Source: an optimization exercise on an open RTL-to-GDS flow (aim: small area). Production flows keep margins and buffers that such runs may drop.
Only simulation tests tie the RTL to the original design; equivalence was not proved.

[design/flow/design.v]
module ButtonDebounce(
    input wire clk,         
    input wire reset,       
    input wire button_in,   
    output reg button_out   
);
parameter DEBOUNCE_LIMIT = 20'h3FFFF;
reg [19:0] counter;
reg button_ff1, button_ff2;     
reg button_state;               
reg button_state_prev;          
always @(posedge clk) begin
    if (reset) begin
        button_ff1 <= 0;
        button_ff2 <= 0;
    end else begin
        button_ff1 <= button_in;
        button_ff2 <= button_ff1;
    end
end
always @(posedge clk) begin
    if (reset) begin
        counter <= 0;
        button_state <= 0;
    end else begin
        if (button_ff2 != button_state && counter < DEBOUNCE_LIMIT) begin
            counter <= counter + 1;
        end else if (counter == DEBOUNCE_LIMIT) begin
            button_state <= button_ff2;
            counter <= 0;
        end else begin
            counter <= 0;
        end
    end
end
always @(posedge clk) begin
    if (reset) begin
        button_state_prev <= 0;
        button_out <= 0;
    end else begin
        button_state_prev <= button_state;
        if (button_state && !button_state_prev) begin
            button_out <= 1;
        end else begin
            button_out <= 0;
        end
    end
end
endmodule
module uart_tx
#(parameter CLKS_PER_BIT = 10416)   
(
    input wire i_Clock,
    input wire i_Reset,
    input wire i_Tx_DV,
    input wire [7:0] i_Tx_Byte,
    output reg o_Tx_Active,
    output reg o_Tx_Serial,
    output reg o_Tx_Done
);
    localparam IDLE         = 3'b000;
    localparam TX_START_BIT = 3'b001;
    localparam TX_DATA_BITS = 3'b010;
    localparam TX_STOP_BIT  = 3'b011;
    localparam CLEANUP      = 3'b100;
    reg [2:0] r_SM_Main;
    reg [15:0] r_Clock_Count;
    reg [2:0] r_Bit_Index;
    reg [7:0] r_Tx_Data;
    always @(posedge i_Clock) begin
        if (i_Reset) begin
            r_SM_Main <= IDLE;
            r_Clock_Count <= 0;
            r_Bit_Index <= 0;
            o_Tx_Active <= 1'b0;
            o_Tx_Serial <= 1'b1;
            o_Tx_Done <= 1'b0;
        end else
        case (r_SM_Main)
            IDLE: begin
                o_Tx_Done <= 0;
                o_Tx_Serial <= 1'b1;
                r_Clock_Count <= 0;
                r_Bit_Index <= 0;
                if (i_Tx_DV) begin
                    r_Tx_Data <= i_Tx_Byte;
                    o_Tx_Active <= 1'b1;
                    r_SM_Main <= TX_START_BIT;
                end else begin
                    o_Tx_Active <= 1'b0;
                end
            end
            TX_START_BIT: begin
                o_Tx_Serial <= 1'b0;
                if (r_Clock_Count < CLKS_PER_BIT - 1) begin
                    r_Clock_Count <= r_Clock_Count + 1;
                end else begin
                    r_Clock_Count <= 0;
                    r_SM_Main <= TX_DATA_BITS;
                end
            end
            TX_DATA_BITS: begin
                o_Tx_Serial <= r_Tx_Data[r_Bit_Index];
                if (r_Clock_Count < CLKS_PER_BIT - 1) begin
                    r_Clock_Count <= r_Clock_Count + 1;
                end else begin
                    r_Clock_Count <= 0;
                    if (r_Bit_Index < 7) begin
                        r_Bit_Index <= r_Bit_Index + 1;
                    end else begin
                        r_Bit_Index <= 0;
                        r_SM_Main <= TX_STOP_BIT;
                    end
                end
            end
            TX_STOP_BIT: begin
                o_Tx_Serial <= 1'b1;
                if (r_Clock_Count < CLKS_PER_BIT - 1) begin
                    r_Clock_Count <= r_Clock_Count + 1;
                end else begin
                    r_Clock_Count <= 0;
                    r_SM_Main <= CLEANUP;
                    o_Tx_Done <= 1'b1;
                end
            end
            CLEANUP: begin
                o_Tx_Done <= 1'b0;
                r_SM_Main <= IDLE;
                o_Tx_Active <= 1'b0;
            end
            default: r_SM_Main <= IDLE;
        endcase
    end
endmodule
module TwoDigitAdder(
    input wire clk,
    input wire rst,
    input wire rx,
    input wire [3:0] switches,    
    input wire btn_right,    
    input wire btn_left,     
    input wire btn_up,       
    input wire btn_down,     
    input wire btn_calc,     
    output wire tx,
    output reg [3:0] an,
    output reg [6:0] seg,
    output reg [3:0] led
);
localparam CLK_FREQ = 100_000_000;
localparam BAUD_RATE = 9600;
localparam CLKS_PER_BIT = CLK_FREQ / BAUD_RATE;
wire btn_right_debounced;
wire btn_left_debounced;
wire btn_up_debounced;
wire btn_down_debounced;
wire btn_calc_debounced;
ButtonDebounce #(.DEBOUNCE_LIMIT(20'h3FFFF)) debounce_calc (
    .clk(clk),
    .reset(rst),
    .button_in(btn_calc),
    .button_out(btn_calc_debounced)
);
ButtonDebounce #(.DEBOUNCE_LIMIT(20'h3FFFF)) debounce_right (
    .clk(clk),
    .reset(rst),
    .button_in(btn_right),
    .button_out(btn_right_debounced)
);
ButtonDebounce #(.DEBOUNCE_LIMIT(20'h3FFFF)) debounce_left (
    .clk(clk),
    .reset(rst),
    .button_in(btn_left),
    .button_out(btn_left_debounced)
);
ButtonDebounce #(.DEBOUNCE_LIMIT(20'h3FFFF)) debounce_up (
    .clk(clk),
    .reset(rst),
    .button_in(btn_up),
    .button_out(btn_up_debounced)
);
ButtonDebounce #(.DEBOUNCE_LIMIT(20'h3FFFF)) debounce_down (
    .clk(clk),
    .reset(rst),
    .button_in(btn_down),
    .button_out(btn_down_debounced)
);
wire tx_active;
wire tx_done;
reg tx_dv;
reg [7:0] tx_byte;
uart_tx #(.CLKS_PER_BIT(CLKS_PER_BIT)) uart_transmitter (
    .i_Clock(clk),
    .i_Reset(rst),
    .i_Tx_DV(tx_dv),
    .i_Tx_Byte(tx_byte),
    .o_Tx_Active(tx_active),
    .o_Tx_Serial(tx),
    .o_Tx_Done(tx_done)
);
localparam WAIT_NUM1 = 4'd0,
           STORE_NUM1 = 4'd1,
           WAIT_NUM2 = 4'd2,
           STORE_NUM2 = 4'd3,
           WAIT_COMMAND = 4'd4,
           ADDITION = 4'd5,
           SUBTRACTION = 4'd6,
           MULTIPLICATION = 4'd7,
           DIVISION = 4'd8,
           DISPLAY_RESULT = 4'd9,
           WAIT_RESTART = 4'd10,
           SENDING_RESULT = 4'd11;  
reg [3:0] control_state;
reg [7:0] num1, num2;
reg [15:0] result;
reg result_negative;
reg division_by_zero;
reg [1:0] operation_type;
localparam OP_ADD = 2'd0,
           OP_SUB = 2'd1,
           OP_MUL = 2'd2,
           OP_DIV = 2'd3;
reg [16:0] refresh_counter;
reg [1:0] display_selector;
reg [3:0] current_digit;
reg dp;
localparam SHOW_NUM1 = 2'd0,
           SHOW_NUM2 = 2'd1,
           SHOW_RESULT = 2'd2,
           SHOW_BOTH = 2'd3;
reg [1:0] display_mode;
reg [2:0] tx_state;
reg [15:0] result_buffer;
reg display_uart_done;
reg tx_done_previous;  
always @(posedge clk) begin
    if (rst) begin
        tx_state <= 0;
        tx_dv <= 0;
        tx_byte <= 0;
        result_buffer <= 0;
        tx_done_previous <= 0;
    end else begin
        if (tx_done && !tx_done_previous) begin
            tx_dv <= 0;  
        end
        tx_done_previous <= tx_done;
        if (control_state == DISPLAY_RESULT && !display_uart_done) begin
            case (tx_state)
                0: begin
                    result_buffer <= result;
                    tx_byte <= ((result / 1000) % 10) + 8'd48;
                    if (!tx_dv && !tx_done) begin
                        tx_dv <= 1;
                    end
                    if (tx_done && !tx_done_previous) begin
                        tx_state <= 1;
                    end
                end
                1: begin
                    tx_byte <= ((result / 100) % 10) + 8'd48;
                    if (!tx_dv && !tx_done) begin
                        tx_dv <= 1;
                    end
                    if (tx_done && !tx_done_previous) begin
                        tx_state <= 2;
                    end
                end
                2: begin
                    tx_byte <= ((result / 10) % 10) + 8'd48;
                    if (!tx_dv && !tx_done) begin
                        tx_dv <= 1;
                    end
                    if (tx_done && !tx_done_previous) begin
                        tx_state <= 3;
                    end
                end
                3: begin
                    tx_byte <= (result % 10) + 8'd48;
                    if (!tx_dv && !tx_done) begin
                        tx_dv <= 1;
                    end
                    if (tx_done && !tx_done_previous) begin
                        tx_state <= 4;
                    end
                end
                4: begin
                    tx_byte <= 8'd10;  
                    if (!tx_dv && !tx_done) begin
                        tx_dv <= 1;
                    end
                    if (tx_done && !tx_done_previous) begin
                        tx_state <= 5;
                    end
                end
                5: begin
                    tx_dv <= 0;
                end
            endcase
        end else if (control_state != DISPLAY_RESULT) begin
            tx_dv <= 0;
            tx_state <= 0;
        end
    end
end
localparam IDLE = 2'd0,
           START_BIT = 2'd1,
           DATA_BITS = 2'd2,
           STOP_BIT = 2'd3;
reg [1:0] uart_state;
reg rx_data_valid;
reg [7:0] rx_byte;
reg [$clog2(CLKS_PER_BIT)-1:0] clk_count;
reg [2:0] bit_index;
always @(posedge clk) begin
    if (rst) begin
        uart_state <= IDLE;
        rx_data_valid <= 0;
        rx_byte <= 0;
        clk_count <= 0;
        bit_index <= 0;
    end else begin
        rx_data_valid <= 0;
        case (uart_state)
            IDLE: begin
                clk_count <= 0;
                bit_index <= 0;
                if (rx == 1'b0)
                    uart_state <= START_BIT;
            end
            START_BIT: begin
                if (clk_count == (CLKS_PER_BIT/2)) begin
                    if (rx == 1'b0) begin
                        clk_count <= 0;
                        uart_state <= DATA_BITS;
                    end else
                        uart_state <= IDLE;
                end else
                    clk_count <= clk_count + 1;
            end
            DATA_BITS: begin
                if (clk_count == (CLKS_PER_BIT-1)) begin
                    clk_count <= 0;
                    rx_byte[bit_index] <= rx;
                    if (bit_index == 7) begin
                        bit_index <= 0;
                        uart_state <= STOP_BIT;
                    end else
                        bit_index <= bit_index + 1;
                end else
                    clk_count <= clk_count + 1;
            end
            STOP_BIT: begin
                if (clk_count == (CLKS_PER_BIT-1)) begin
                    clk_count <= 0;
                    rx_data_valid <= 1;
                    uart_state <= IDLE;
                end else
                    clk_count <= clk_count + 1;
            end
        endcase
    end
end
always @(posedge clk) begin
    if (rst) begin
        control_state <= WAIT_NUM1;
        num1 <= 0; num2 <= 0; result <= 0;
        result_negative <= 0; division_by_zero <= 0;
        operation_type <= OP_ADD;
        display_mode <= SHOW_BOTH;  
        display_uart_done <= 0;
        led <= 4'b0000;
    end else begin
        if (control_state == DISPLAY_RESULT && !display_uart_done && tx_state == 3'd4 && tx_done && !tx_done_previous)
            display_uart_done <= 1;
        if (btn_right_debounced && num1 < 99) begin
            num1 <= num1 + 1;  
        end
        if (btn_left_debounced && num1 > 0) begin
            num1 <= num1 - 1;  
        end
        if (btn_up_debounced && num2 < 99) begin
            num2 <= num2 + 1;  
        end
        if (btn_down_debounced && num2 > 0) begin
            num2 <= num2 - 1;  
        end
                if (btn_calc_debounced) begin
            case (switches)
                4'b0001: begin   
                    operation_type <= OP_ADD;
                    led <= 4'b0001;
                    control_state <= ADDITION;
                end
                4'b0010: begin   
                    operation_type <= OP_SUB;
                    led <= 4'b0010;
                    control_state <= SUBTRACTION;
                end
                4'b0100: begin   
                    operation_type <= OP_MUL;
                    led <= 4'b0100;
                    control_state <= MULTIPLICATION;
                end
                4'b1000: begin   
                    operation_type <= OP_DIV;
                    led <= 4'b1000;
                    control_state <= DIVISION;
                end
                default: begin   
                    operation_type <= OP_ADD;
                    led <= 4'b0001;
                    control_state <= ADDITION;
                end
            endcase
        end
        if (rx_data_valid) begin
            case (control_state)
                WAIT_NUM1: begin
                    if (rx_byte >= 8'd48 && rx_byte <= 8'd57) begin
                        num1 <= rx_byte - 8'd48;
                        control_state <= STORE_NUM1;
                    end
                end
                STORE_NUM1: begin
                    if (rx_byte >= 8'd48 && rx_byte <= 8'd57) begin
                        num1 <= (num1 * 10) + (rx_byte - 8'd48);
                        control_state <= WAIT_NUM2;
                    end
                end
                WAIT_NUM2: begin
                    if (rx_byte >= 8'd48 && rx_byte <= 8'd57) begin
                        num2 <= rx_byte - 8'd48;
                        control_state <= STORE_NUM2;
                    end
                end
                STORE_NUM2: begin
                    if (rx_byte >= 8'd48 && rx_byte <= 8'd57) begin
                        num2 <= (num2 * 10) + (rx_byte - 8'd48);
                        control_state <= WAIT_COMMAND;
                    end
                end
                WAIT_COMMAND: begin
                    if (switches[0]) begin           
                        operation_type <= OP_ADD;
                        led <= 4'b0001;
                        control_state <= ADDITION;
                    end
                    else if (switches[1]) begin      
                        operation_type <= OP_SUB;
                        led <= 4'b0010;
                        control_state <= SUBTRACTION;
                    end
                    else if (switches[2]) begin      
                        operation_type <= OP_MUL;
                        led <= 4'b0100;
                        control_state <= MULTIPLICATION;
                    end
                    else if (switches[3]) begin      
                        operation_type <= OP_DIV;
                        led <= 4'b1000;
                        control_state <= DIVISION;
                    end
                    if (rx_byte == 8'd43) begin   
                        operation_type <= OP_ADD;
                        control_state <= ADDITION;
                    end else if (rx_byte == 8'd45) begin   
                        operation_type <= OP_SUB;
                        control_state <= SUBTRACTION;
                    end else if (rx_byte == 8'd42) begin   
                        operation_type <= OP_MUL;
                        control_state <= MULTIPLICATION;
                    end else if (rx_byte == 8'd47) begin   
                        operation_type <= OP_DIV;
                        control_state <= DIVISION;
                    end
                end
                DISPLAY_RESULT: begin
                    if (rx_byte == 8'd114 || rx_byte == 8'd82) begin   
                        control_state <= WAIT_NUM1;
                        display_uart_done <= 0;
                        num1 <= 0; num2 <= 0;
                    end
                    else if (rx_byte == 8'd110 || rx_byte == 8'd78) begin   
                        control_state <= WAIT_RESTART;
                        display_uart_done <= 0;
                    end
                end
                WAIT_RESTART: begin
                    if (rx_byte >= 8'd48 && rx_byte <= 8'd57) begin
                        num1 <= rx_byte - 8'd48;
                        num2 <= 0;
                        result <= 0;
                        result_negative <= 0;
                        division_by_zero <= 0;
                        led <= 4'b0000;
                        control_state <= STORE_NUM1;
                    end
                end
            endcase
        end
        case (control_state)
            ADDITION: begin
                result <= num1 + num2;
                result_negative <= 0;
                division_by_zero <= 0;
                display_uart_done <= 0;
                control_state <= DISPLAY_RESULT;
            end
            SUBTRACTION: begin
                if (num1 >= num2) begin
                    result <= num1 - num2;
                    result_negative <= 0;
                end else begin
                    result <= num2 - num1;
                    result_negative <= 1;
                end
                division_by_zero <= 0;
                display_uart_done <= 0;
                control_state <= DISPLAY_RESULT;
            end
            MULTIPLICATION: begin
                result <= num1 * num2;
                result_negative <= 0;
                division_by_zero <= 0;
                display_uart_done <= 0;
                control_state <= DISPLAY_RESULT;
            end
            DIVISION: begin
                if (num2 == 0) begin
                    result <= 0;
                    division_by_zero <= 1;
                end else begin
                    result <= num1 / num2;
                    division_by_zero <= 0;
                end
                result_negative <= 0;
                display_uart_done <= 0;
                control_state <= DISPLAY_RESULT;
            end
            DISPLAY_RESULT: begin
                display_mode <= SHOW_RESULT;
                case (operation_type)
                    OP_ADD: led <= 4'b0001;
                    OP_SUB: led <= 4'b0010;
                    OP_MUL: led <= 4'b0100;
                    OP_DIV: led <= 4'b1000;
                    default: led <= 4'b0000;
                endcase
            end
        endcase
    end
end
always @(posedge clk) begin
    if (rst) begin
        refresh_counter <= 0;
        display_selector <= 0;
        an <= 4'b1111;   
        seg <= 7'b1111111;  
        dp <= 1;  
    end else begin
        if (refresh_counter == 17'd100000) begin
            refresh_counter <= 0;
            if (display_selector == 2'd3) begin
                display_selector <= 0;
            end else begin
                display_selector <= display_selector + 1;
            end
        end else begin
            refresh_counter <= refresh_counter + 1;
        end
        dp <= 1;
        case (display_mode)
            SHOW_NUM1: begin
                case (display_selector)
                    2'd2: begin 
                        an <= 4'b1011; 
                        current_digit <= num1 % 10;         
                    end
                    2'd3: begin 
                        an <= 4'b0111; 
                        current_digit <= (num1 / 10) % 10;  
                    end
                    default: begin 
                        an <= 4'b1111; 
                        current_digit <= 0;                 
                    end
                endcase
            end
            SHOW_NUM2: begin
                case (display_selector)
                    2'd2: begin 
                        an <= 4'b1011; 
                        current_digit <= num2 % 10;         
                    end
                    2'd3: begin 
                        an <= 4'b0111; 
                        current_digit <= (num2 / 10) % 10;  
                    end
                    default: begin 
                        an <= 4'b1111; 
                        current_digit <= 0;                 
                    end
                endcase
            end
            SHOW_BOTH: begin
                case (display_selector)
                    2'd0: begin 
                        an <= 4'b1110; 
                        current_digit <= num2 % 10;         
                    end
                    2'd1: begin 
                        an <= 4'b1101; 
                        current_digit <= (num2 / 10) % 10;  
                    end
                    2'd2: begin 
                        an <= 4'b1011; 
                        current_digit <= num1 % 10;         
                    end
                    2'd3: begin 
                        an <= 4'b0111; 
                        current_digit <= (num1 / 10) % 10;  
                    end
                endcase
            end
            SHOW_RESULT: begin
                if (division_by_zero) begin
                    case (display_selector)
                        2'd0: begin   
                            an <= 4'b1110; 
                            current_digit <= 11;   
                        end
                        2'd1: begin   
                            an <= 4'b1101; 
                            current_digit <= 12;   
                        end
                        2'd2: begin   
                            an <= 4'b1011; 
                            current_digit <= 11;   
                        end
                        2'd3: begin   
                            an <= 4'b0111;
                            current_digit <= 14;   
                        end
                    endcase
                end
                else if (operation_type == OP_MUL) begin
                    case (display_selector)
                        2'd0: begin   
                            an <= 4'b1110; 
                            current_digit <= result % 10;
                        end
                        2'd1: begin   
                            an <= 4'b1101; 
                            current_digit <= (result / 10) % 10;
                        end
                        2'd2: begin   
                            an <= 4'b1011; 
                            current_digit <= (result / 100) % 10;
                        end
                        2'd3: begin   
                            an <= 4'b0111;
                                current_digit <= (result / 1000) % 10;
                        end
                    endcase
                end
                else if (operation_type == OP_DIV) begin
                    case (display_selector)
                        2'd0: begin   
                            an <= 4'b1110; 
                            current_digit <= result % 10;
                        end
                        2'd1: begin   
                            an <= 4'b1101; 
                            current_digit <= (result / 10) % 10;
                        end
                        2'd2: begin   
                            an <= 4'b1011;
                            current_digit <= (result / 100) % 10;
                        end
                        2'd3: begin   
                            an <= 4'b0111;
                            current_digit <= (result / 1000) % 10;
                        end
                    endcase
                end
                else begin
                    case (display_selector)
                        2'd0: begin 
                            an <= 4'b1110; 
                            current_digit <= result % 10;          
                        end
                        2'd1: begin 
                            an <= 4'b1101; 
                            current_digit <= (result / 10) % 10;   
                        end
                        2'd2: begin 
                            an <= 4'b1011; 
                            current_digit <= (result / 100) % 10;  
                        end
                        2'd3: begin
                            an <= 4'b0111;
                            if (result_negative) begin
                                current_digit <= 10;   
                                dp <= 0;               
                            end else begin
                                    an <= 4'b0111;
                                    current_digit <= (result / 100) % 10;
                            end
                        end
                    endcase
                end
            end
            default: begin
                an <= 4'b1111;
                current_digit <= 0;
            end
        endcase
        case (current_digit)
            4'd0: seg <= 7'b1000000;   
            4'd1: seg <= 7'b1111001;   
            4'd2: seg <= 7'b0100100;   
            4'd3: seg <= 7'b0110000;   
            4'd4: seg <= 7'b0011001;   
            4'd5: seg <= 7'b0010010;   
            4'd6: seg <= 7'b0000010;   
            4'd7: seg <= 7'b1111000;   
            4'd8: seg <= 7'b0000000;   
            4'd9: seg <= 7'b0010000;   
            4'd10: seg <= 7'b0111111;  
            4'd11: seg <= 7'b0101111;  
            4'd12: seg <= 7'b0100011;  
            4'd13: seg <= 7'b1000111;  
            4'd14: seg <= 7'b0000110;  
            default: seg <= 7'b1111111;  
        endcase
    end
end
endmodule
[design/flow/run.sh]
#!/bin/bash
# synth_recipe.tcl (not shown) runs the flow's synth.tcl, then flattens the netlist and writes it again
# the make line also repeats each setting of config.mk as NAME=value (left out here)
make -C /OpenROAD-flow-scripts/flow DESIGN_CONFIG=/design/flow/config.mk WORK_HOME=/design/flow/orfs CLKGATE_MAP_FILE= SYNTH_SCRIPT=/design/flow/synth_recipe.tcl finish
[design/flow/config.mk]
export PLATFORM = sky130hd
export DESIGN_NAME = TwoDigitAdder
export DESIGN_NICKNAME = TwoDigitAdder
export VERILOG_FILES = /design/flow/design.v
export SDC_FILE = /design/flow/constraint.sdc
export NUM_CORES = 4
export LEC_CHECK = 0
export CAP_MARGIN = 20
export CORE_MARGIN = 2
export CORE_UTILIZATION = 40
export SLEW_MARGIN = 20
[design/flow/constraint.sdc]
create_clock -name core_clock -period 40.0 [get_ports {clk}]
set_input_delay 8.0000 -clock core_clock [delete_from_list [all_inputs] [get_ports {clk}]]
set_output_delay 8.0000 -clock core_clock [all_outputs]
set_load 0.01 [all_outputs]
==> flow_summary_export.csv <==
group,metric,value,unit
synthesis,synth_edf_count,12,
placement,dpl_worst_slack,6.458,ns
synthesis,yosysSeqAreaShare,17.21,%
worst_setup_path,crit_top_cell,"o21a_1",
synthesis,synthArstFlopShare,0,%
worst_setup_path,worst_ep_required_time,40.45,ns
global_route,grt_start_max_net_pins,73,
status,outcome,"finished clean",
hold_path,holdPathStages,1,
sta,period_needed,33.85,ns
synthesis,ys_types,126,
drt,drc_errors,0,
die,row_count,105,
synthesis,synth-main-ff-cell,"dfxtp_1",
layout,nFillCells,8524,
die,die_h,291.4,µm
placement,dp_hpwl,70860,µm
layout,layout.cells.non_filler,5558,
layout,multi_input_area,25680,µm²
drt,first_iter_violations,2553,
clocking,clockBufferDepth,3,
drt,num_vias,32959,
worst_setup_path,cp.depth,153,
global_route,antenna_found_initial,0,
sta,fin_tns_setup,0,ns
layout,final_common_cell,"nor2_1",
placement,port_buffers,27,
drt,firstDrtPassIters,6,
clocking,cts_resized,0,
drt,vias_per_cell,5.930,
clocking,cts_tree,"done",
synthesis,ys_warn_count,3,
layout,drive_gt1_share,6.129,%
sta,period_share,84.62,%
layout,area_delta_synth_final,6.697,%
placement,place_congestion,0.9124,
sta,worst-slew-pin-transition,1.079,ns
synthesis,ys_ff_latch,278,
worst_setup_path,r2r_cells,153,
clocking,cts_sinks,278,
worst_setup_path,critPathKind,"flop to flop",
global_route,grt_pass1_vias,30862,
worst_setup_path,crit_arrival,34.30,ns
sta,setup_ws,6.153,ns
die,pin_count,28,
layout,final_util,42.99,%
job,max_cap_violations,0,
die,die_w,291.4,µm
drt,ant_nets,0,
sta,finalSetupViolations,0,
sta,maxSlewHeadroom,27.75,%
sta,fmax,0.02954,GHz
synthesis,synth.avg_cell_area,7.261,µm²
hold_path,hp-class,"flop to flop",
clocking,clkTransAtPathRegs,0.07,ns
drt,finalWirelength,95580,µm
drt,wire_per_inst,17.20,µm
layout,final_cell_mix,"nor2_1 (579), nand2_1 (435), a21oi_1 (284)",
die,die_area,84890,µm²
synthesis,syn_area,33030,µm²
clocking,cts_root_buf,"clkbuf_16",
global_route,grt-ovfl-total,0,
sta,hold_viol_final,0,
clocking,hold_buffers,0,
clocking,cts_buffers,31,
die,core_area,81980,µm²
clocking,postCtsSetupBuffers,0,
worst_setup_path,crit_slowest_cell,"dfxtp_1",
worst_setup_path,path_max_fanout,18,
clocking,htreeDepth,1,
global_route,grtUsageTotal,21.72,%
sta,worst_clock_skew,0.02162,ns
sta,slew_violations,0,
worst_setup_path,cp_top_family,"compound AO/OA/AOI/OAI gates",
worst_setup_path,critPathMaxStageDelay,0.79,ns
layout,register_area,5685,µm²
worst_setup_path,crit_buf_inv,4,
die,initial_core_util,40.29,%
sta,rsz0062_at_grt,"false",
clocking,worstSkewPairLatency,0.62,ns
layout,finalNetCount,4773,
synthesis,synthCells,4549,
global_route,grt_pass1_wl,157500,µm
placement,placed_cells,5498,
worst_setup_path,cp-start-kind,"flop",
worst_setup_path,endpoint_kind,"flop",
## stage by stage
step / hold WS (ns) / area, µm²
after floorplan: 0.3674 / 33100
after global placement: 0.3707 / 34190
after detailed placement: 0.3776 / 34190
after CTS: 0.3875 / 35230
after global routing: 0.3886 / 35240
final: 0.3836 / 35240
## worst reg2reg max path, delay by kind of cell (launching register included)
family	cells	cell delay, ns
simple gates	37	8.17
flops	1	0.79
fa+ha+maj	16	4.82
mux	5	1.70
buf+inv	4	0.65
compound gates	91	17.60
## cell type report
cell class                      instances  share of cell area, %
Clock buffer                           39                  2.428
Multi-Input combinational cell       3856                  72.86
Inverter                              207                  2.205
Timing Repair Buffer                   88                  2.052
Tap cell                             1070                  3.799
Clock inverter                         19                 0.5219
Antenna cell                            1               0.007100
Sequential cell                       278                  16.13
## sequential cells by signal, indices dropped and copies added (netlist names), 4 cells and up, named ones only
signal and flops:
an 4, clk_count 14, control_state 4, current_digit 4, debounce_calc.counter 20, debounce_down.counter 20, debounce_left.counter 20, debounce_right.counter 20
debounce_up.counter 20, led 4, num1 8, num2 8, refresh_counter 17, result 16, rx_byte 8, seg 7
tx_byte 8, uart_transmitter.r_Clock_Count 16, uart_transmitter.r_Tx_Data 8
## worst paths after layout
path	end	slack, ns	startpoint
max	result[0]$_SDFFE_PP0P_	6.15	num2[1]$_SDFF_PP0_
min	debounce_left.button_out$_SDFF_PP0_	0.38	debounce_left.button_state_prev$_SDFF_PP0_
max reg2reg	result[0]$_SDFFE_PP0P_	6.15	num2[1]$_SDFF_PP0_
min reg2reg	debounce_left.button_out$_SDFF_PP0_	0.38	debounce_left.button_state_prev$_SDFF_PP0_
## synthesized netlist by cell type (44+ instances only)
cell	instances	area, µm²
a21o_1	49	367.9
a21oi_1	285	1426
a31oi_1	66	412.9
and2_1	44	275.3
and3_1	67	419.2
clkbuf_1	167	626.9
dfxtp_1	266	5325
ha_1	256	3203
inv_1	191	716.9
mux2_2	44	495.5
mux2i_1	50	500.5
nand2_1	435	1633
nand2b_1	52	325.3
nand3_1	168	840.8
nand4_1	52	325.3
nor2_1	579	2173
nor2b_1	50	312.8
nor3_1	179	895.9
o21a_1	93	698.2
o21ai_0	238	1191
o31ai_1	61	457.9
xnor2_1	192	1682
xor2_1	108	945.9
## per-layer routing
layer	vias to the layer above	global-route usage [%]	part of all wire [%]
li1	16414	-	-
met3	147	1.932	5.4
met1	15532	29.34	46
met4	0	5.708	2.5
met5	-	0	0
met2	866	37.00	46
## kinds of logic (layout without fill, tap and decap cells)
family	after synthesis	count (layout)	synth area share [%]
other	1	19	0.01135
adders and majority gates	319	319	12.91
xor gates and xnor gates	304	304	8.152
and+or+nand+nor	1839	1839	26.67
DFF	278	278	17.21
buffers and inverters	432	353	5.277
muxes	102	102	3.466
AOI/OAI and AO/OA	1274	1274	26.31

==> static timing again, ports no longer ideal <==
In the flow no input, the clock included, has a driving cell. The finished layout below was timed again as built, in two steps.
Step 1: set_driving_cell puts a clkbuf_16 on clk and a buf_2 on each other input, an assumption about the parent block.
Step 2 times the ports against the registers' clock, not the clock port: input delays grow and output delays shrink by t, the midpoint of the rising clock arrivals with the driver on.
a / b / c = ideal ports / drivers / drivers and shift; a / b = the first two.
shift t [ns]: 0.675
slack for setup (ns): 6.153 / 6.153 / 6.153
worst setup path at the end: register to register
worst register clock-pin slew, ns: 0.07 / 0.07
worst slew at a driven data input, ns: 0.04
After both steps setup and hold are still met in this run. The setup slack of this run moves by 0.000 ns with the drivers and by 0.000 ns with both steps.
